This is an optimization exercise on Yosys and OpenROAD, whose aim is small area, not a production implementation. Function was checked by simulation only, so behaviour that the tests miss may differ from the original. No driver is modelled on the clock port, so clock power and skew are understated where the tree is cut down; a real chip needs a root buffer or a tree. Power and IR drop assume default switching activity.

==> flow/design.v (excerpt) <==
module uart_full_duplex_32bit #(
    parameter CLK_FREQ = 32000000,
    parameter BAUD_RATE = 115200
)(
    input  wire        clk,
    input  wire        rst_n,
    input  wire        tx_start,
    input  wire [31:0] tx_data,
    output wire        tx_busy,
    output wire [31:0] rx_data,
    output wire        rx_ready,
    input  wire        rx_clear,
    input  wire        parity_even_n,    
    output wire        uart_tx,    
    input  wire        uart_rx,    
    output wire        parity_error,
    output wire        framing_error
);
Size in the first run: about 93 flip-flops, about 75 I/O pins, about 3600 um^2 of cells after synthesis.
clock: 10.0 ns
lec_check: 0
cap_margin: 20
core_margin: 2
core_utilization: 60
slew_margin: 20
standard.sh (not shown) runs the stock make flow with config.mk's settings and CLKGATE_MAP_FILE= SYNTH_SCRIPT=/design/flow/synth_recipe.tcl, a recipe that flattens the netlist after the stock synthesis.
==> flow/flow/run.sh <==
#!/bin/bash
# Standard ORFS layout with two changes: port buffers use the smallest
# buffer cell, and the clock tree is built from small clock buffers without
# dummy loads. Each tool's full output stays in orfs/logs; make's own output
# goes to flow_make.log.
set -euo pipefail
export BUFFER_PORTS_ARGS="-buffer_cell sky130_fd_sc_hd__buf_1"
export CTS_ARGS="-sink_clustering_enable -repair_clock_nets -dont_use_dummy_load -buf_list {sky130_fd_sc_hd__clkbuf_8}"
bash standard.sh > flow_make.log 2>&1
Rerun with:
--- a/flow/flow/run.sh
+++ b/flow/flow/run.sh
@@ -8 +8 @@
-export CTS_ARGS="-sink_clustering_enable -repair_clock_nets -dont_use_dummy_load -buf_list {sky130_fd_sc_hd__clkbuf_8}"
+export CTS_ARGS="-sink_clustering_enable -repair_clock_nets -dont_use_dummy_load -root_buf sky130_fd_sc_hd__clkbuf_8 -buf_list {sky130_fd_sc_hd__clkbuf_4} -sink_clustering_size 12"
What happened: Synthesized area stays the same; worst setup slack is unchanged; total power does not change; non-clock buffer count does not change; fmax is unchanged; count of clock-buffer cells in the layout does not change; worst hold slack stays the same; routed wire length does not change.
Rerun with:
==> flow/flow/run.sh (replaced) <==
#!/bin/bash
# The standard layout (standard.sh) with three changes:
#  - synthesis maps logic with an area-oriented ABC script (flow/synth_area.tcl);
#  - port buffers use the smallest buffer cell;
#  - the clock tree is built without dummy loads.
# Each tool's full output stays in orfs/logs/; make's output is in flow_make.log.
set -euo pipefail
HERE=$(pwd)
export AREA_ABC_SCRIPT="$HERE/flow/abc_area.script"
export BUFFER_PORTS_ARGS="-buffer_cell sky130_fd_sc_hd__buf_1"
export CTS_ARGS="-sink_clustering_enable -repair_clock_nets -dont_use_dummy_load -buf_list {sky130_fd_sc_hd__clkbuf_8}"
sed "s#SYNTH_SCRIPT=[^ ]*#SYNTH_SCRIPT=$HERE/flow/synth_area.tcl#" standard.sh > flow_standard.sh
bash flow_standard.sh > flow_make.log 2>&1
==> flow/flow/abc_area.script (new file) <==
&get -n
&st
&syn2
&dch -f
&nf -p -R 1000 -F 8 -C 32 -E 10
&put
topo
dnsize -c
==> flow/flow/synth_area.tcl (new file) <==
# The standard synthesis (synth_recipe.tcl) with one change: ABC maps the
# combinational logic with an area-oriented script (flow/abc_area.script)
# instead of ORFS's speed script. Flip-flops are mapped before ABC runs, so
# the registers, their names and cell types are the standard synthesis's.
proc synth {args} { yosys synth -nofsm -noshare {*}$args }
proc abc {args} {
  set i [lsearch $args -script]
  if {$i >= 0} { lset args [expr {$i+1}] $::env(AREA_ABC_SCRIPT) }
  set j [lsearch $args -D]
  if {$j >= 0} { set args [lreplace $args $j [expr {$j+1}]] }
  yosys abc {*}$args
}
source $::env(SCRIPTS_DIR)/synth.tcl
# left out here: clear keep_hierarchy, flatten, clean up, hide names made inside functions, write 1_2_yosys.v
Worst hold slack is about the same.
Maximum frequency fell by about 6%.
Worst setup slack is worse by 200 ps.

---

Another version of the RTL of uart_full_duplex_32bit (not shown whole).
Size in the first run: ~310 cells after synthesis, about 75 I/O pins.
clock: 10.0 ns
lec_check: 0
cap_margin: 20
core_margin: 2
core_utilization: 60
slew_margin: 20
==> flow/flow/run.sh <==
#!/bin/bash
# The standard layout (standard.sh) with three changes:
#  - synthesis maps logic with an area-oriented ABC script (flow/synth_area.tcl);
#  - port buffers use the smallest buffer cell;
#  - the clock tree is one level of clock buffers, one per group of nearby
#    flip-flops, driven from the clock port (flow/manual_cts.tcl).
# Each tool's full output stays in orfs/logs/; make's output is in flow_make.log.
set -euo pipefail
HERE=$(pwd)
export AREA_ABC_SCRIPT="$HERE/flow/abc_area.script"
export BUFFER_PORTS_ARGS="-buffer_cell sky130_fd_sc_hd__buf_1"
export PRE_CTS_TCL="$HERE/flow/manual_cts.tcl"
export CLK_GROUPS=4
export CLK_BUF=sky130_fd_sc_hd__clkbuf_16
sed "s#SYNTH_SCRIPT=[^ ]*#SYNTH_SCRIPT=$HERE/flow/synth_area.tcl#" standard.sh > flow_standard.sh
bash flow_standard.sh > flow_make.log 2>&1
==> flow/flow/manual_cts.tcl <==
# Hook sourced before ORFS's CTS step (PRE_CTS_TCL). It replaces
# clock_tree_synthesis with a one-level clock tree: the flip-flops are split
# into CLK_GROUPS groups by position and each group gets one clock buffer,
# placed at the group's centre and driven straight from the clock port.
proc clock_tree_synthesis {args} {
  set groups [expr {[info exists ::env(CLK_GROUPS)] ? $::env(CLK_GROUPS) : 4}]
  set cell [expr {[info exists ::env(CLK_BUF)] ? $::env(CLK_BUF) : "sky130_fd_sc_hd__clkbuf_8"}]
  set block [ord::get_db_block]
  set net [$block findNet clk]
  set sinks {}
  foreach pin [get_pins -of_objects [get_nets clk]] {
    set inst [sta::sta_to_db_inst [$pin instance]]
    set loc [$inst getLocation]
    lappend sinks [list [lindex $loc 0] [lindex $loc 1] $pin]
  }
  puts "manual CTS: [llength $sinks] sinks into $groups groups of $cell"
  # split recursively along the longer side into equal halves
  set parts [list $sinks]
  while {[llength $parts] < $groups} {
    # split the largest part
    set bi 0; set bn 0
    for {set i 0} {$i < [llength $parts]} {incr i} {
      set n [llength [lindex $parts $i]]
      if {$n > $bn} { set bn $n; set bi $i }
    }
    set p [lindex $parts $bi]
    set xs [lmap s $p {lindex $s 0}]; set ys [lmap s $p {lindex $s 1}]
    set w [expr {[tcl::mathfunc::max {*}$xs] - [tcl::mathfunc::min {*}$xs]}]
    set h [expr {[tcl::mathfunc::max {*}$ys] - [tcl::mathfunc::min {*}$ys]}]
    set k [expr {$w >= $h ? 0 : 1}]
    set p [lsort -integer -index $k $p]
    set m [expr {[llength $p] / 2}]
    set parts [lreplace $parts $bi $bi [lrange $p 0 [expr {$m-1}]] [lrange $p $m end]]
  }
  set i 0
  foreach p $parts {
    set sx 0; set sy 0
    foreach s $p { set sx [expr {$sx + [lindex $s 0]}]; set sy [expr {$sy + [lindex $s 1]}] }
    set cx [ord::dbu_to_microns [expr {$sx / [llength $p]}]]
    set cy [ord::dbu_to_microns [expr {$sy / [llength $p]}]]
    set pins [lmap s $p {lindex $s 2}]
    set r [insert_buffer -buffer_cell $cell -net clk -load_pins $pins -location [list $cx $cy] \
      -buffer_name clkbuf_manual_$i -net_name clknet_manual_$i]
    set b [sta::sta_to_db_inst $r]
    foreach it [$b getITerms] {
      set n [$it getNet]
      if {$n != "NULL"} { $n setSigType CLOCK }
    }
    puts "manual CTS: group $i, [llength $p] sinks, buffer at $cx $cy"
    incr i
  }
  # With CLK_ROOT set, one more buffer of that cell, at the centre of the
  # group buffers, drives them all, so the clock port feeds a single pin.
  if {[info exists ::env(CLK_ROOT)] && $::env(CLK_ROOT) ne ""} {
    set pins {}
    set sx 0; set sy 0
    foreach pin [get_pins -of_objects [get_nets clk]] {
      set loc [[sta::sta_to_db_inst [$pin instance]] getLocation]
      set sx [expr {$sx + [lindex $loc 0]}]; set sy [expr {$sy + [lindex $loc 1]}]
      lappend pins $pin
    }
    set cx [ord::dbu_to_microns [expr {$sx / [llength $pins]}]]
    set cy [ord::dbu_to_microns [expr {$sy / [llength $pins]}]]
    set r [insert_buffer -buffer_cell $::env(CLK_ROOT) -net clk -load_pins $pins \
      -location [list $cx $cy] -buffer_name clkbuf_manual_root -net_name clknet_manual_root]
    foreach it [[sta::sta_to_db_inst $r] getITerms] {
      set n [$it getNet]
      if {$n != "NULL"} { $n setSigType CLOCK }
    }
    puts "manual CTS: root $::env(CLK_ROOT) at $cx $cy"
  }
  $net setSigType CLOCK
}
Other scripts of this flow, unchanged in this note and not shown: flow/flow/abc_area.script, flow/flow/synth_area.tcl
==> next run, changes <==
--- a/flow/flow/run.sh
+++ b/flow/flow/run.sh
@@ -11,6 +11,7 @@
 export BUFFER_PORTS_ARGS="-buffer_cell sky130_fd_sc_hd__buf_1"
 export PRE_CTS_TCL="$HERE/flow/manual_cts.tcl"
-export CLK_GROUPS=4
-export CLK_BUF=sky130_fd_sc_hd__clkbuf_16
+export CLK_GROUPS=8
+export CLK_ROOT=sky130_fd_sc_hd__clkbuf_4
+export CLK_BUF=sky130_fd_sc_hd__clkbuf_4
 sed "s#SYNTH_SCRIPT=[^ ]*#SYNTH_SCRIPT=$HERE/flow/synth_area.tcl#" standard.sh > flow_standard.sh
 bash flow_standard.sh > flow_make.log 2>&1
The changed run produced a clean layout.
Sequential power stays flat.
Worst hold slack degrades by 4.0 ps.
Flip-flop and latch count is unchanged.
Cell area decreases by 0.92%.
Fmax decreases by 7.9%.
Synthesized cell count is unchanged.
Register-to-register slack gets worse by 20 ps.
In every run of this note, the design's own scripts or RTL, not TritonCTS, make the clock network.

-- static timing again, ports no longer ideal --
Ports are ideal in the flow. The routed layouts listed here were re-timed in OpenROAD. Step 1 assumes that a clkbuf_16 drives the clock port and a buf_2 every other input. Step 2 times the ports against the registers' clock, not the clock port: input delays grow and output delays shrink by t, the midpoint of the rising clock arrivals with the driver on. Three values: no drivers, after step 1, after step 2; two values: the first two.
run	shift t [ns]	setup WS [ns]	worst setup path at the end
the first run of note 1	0.373	6.976 / 6.948 / 6.965	input to register
the second run of note 1	0.373	6.976 / 6.948 / 6.965	input to register
the third run of note 1	0.360	6.781 / 6.753 / 7.113	register to output
the first run of note 2	0.222	6.834 / 6.760 / 6.982	register to output
the second run of note 2	0.425	6.564 / 6.536 / 6.961	register to output
After both steps setup and hold are still met in every run listed.
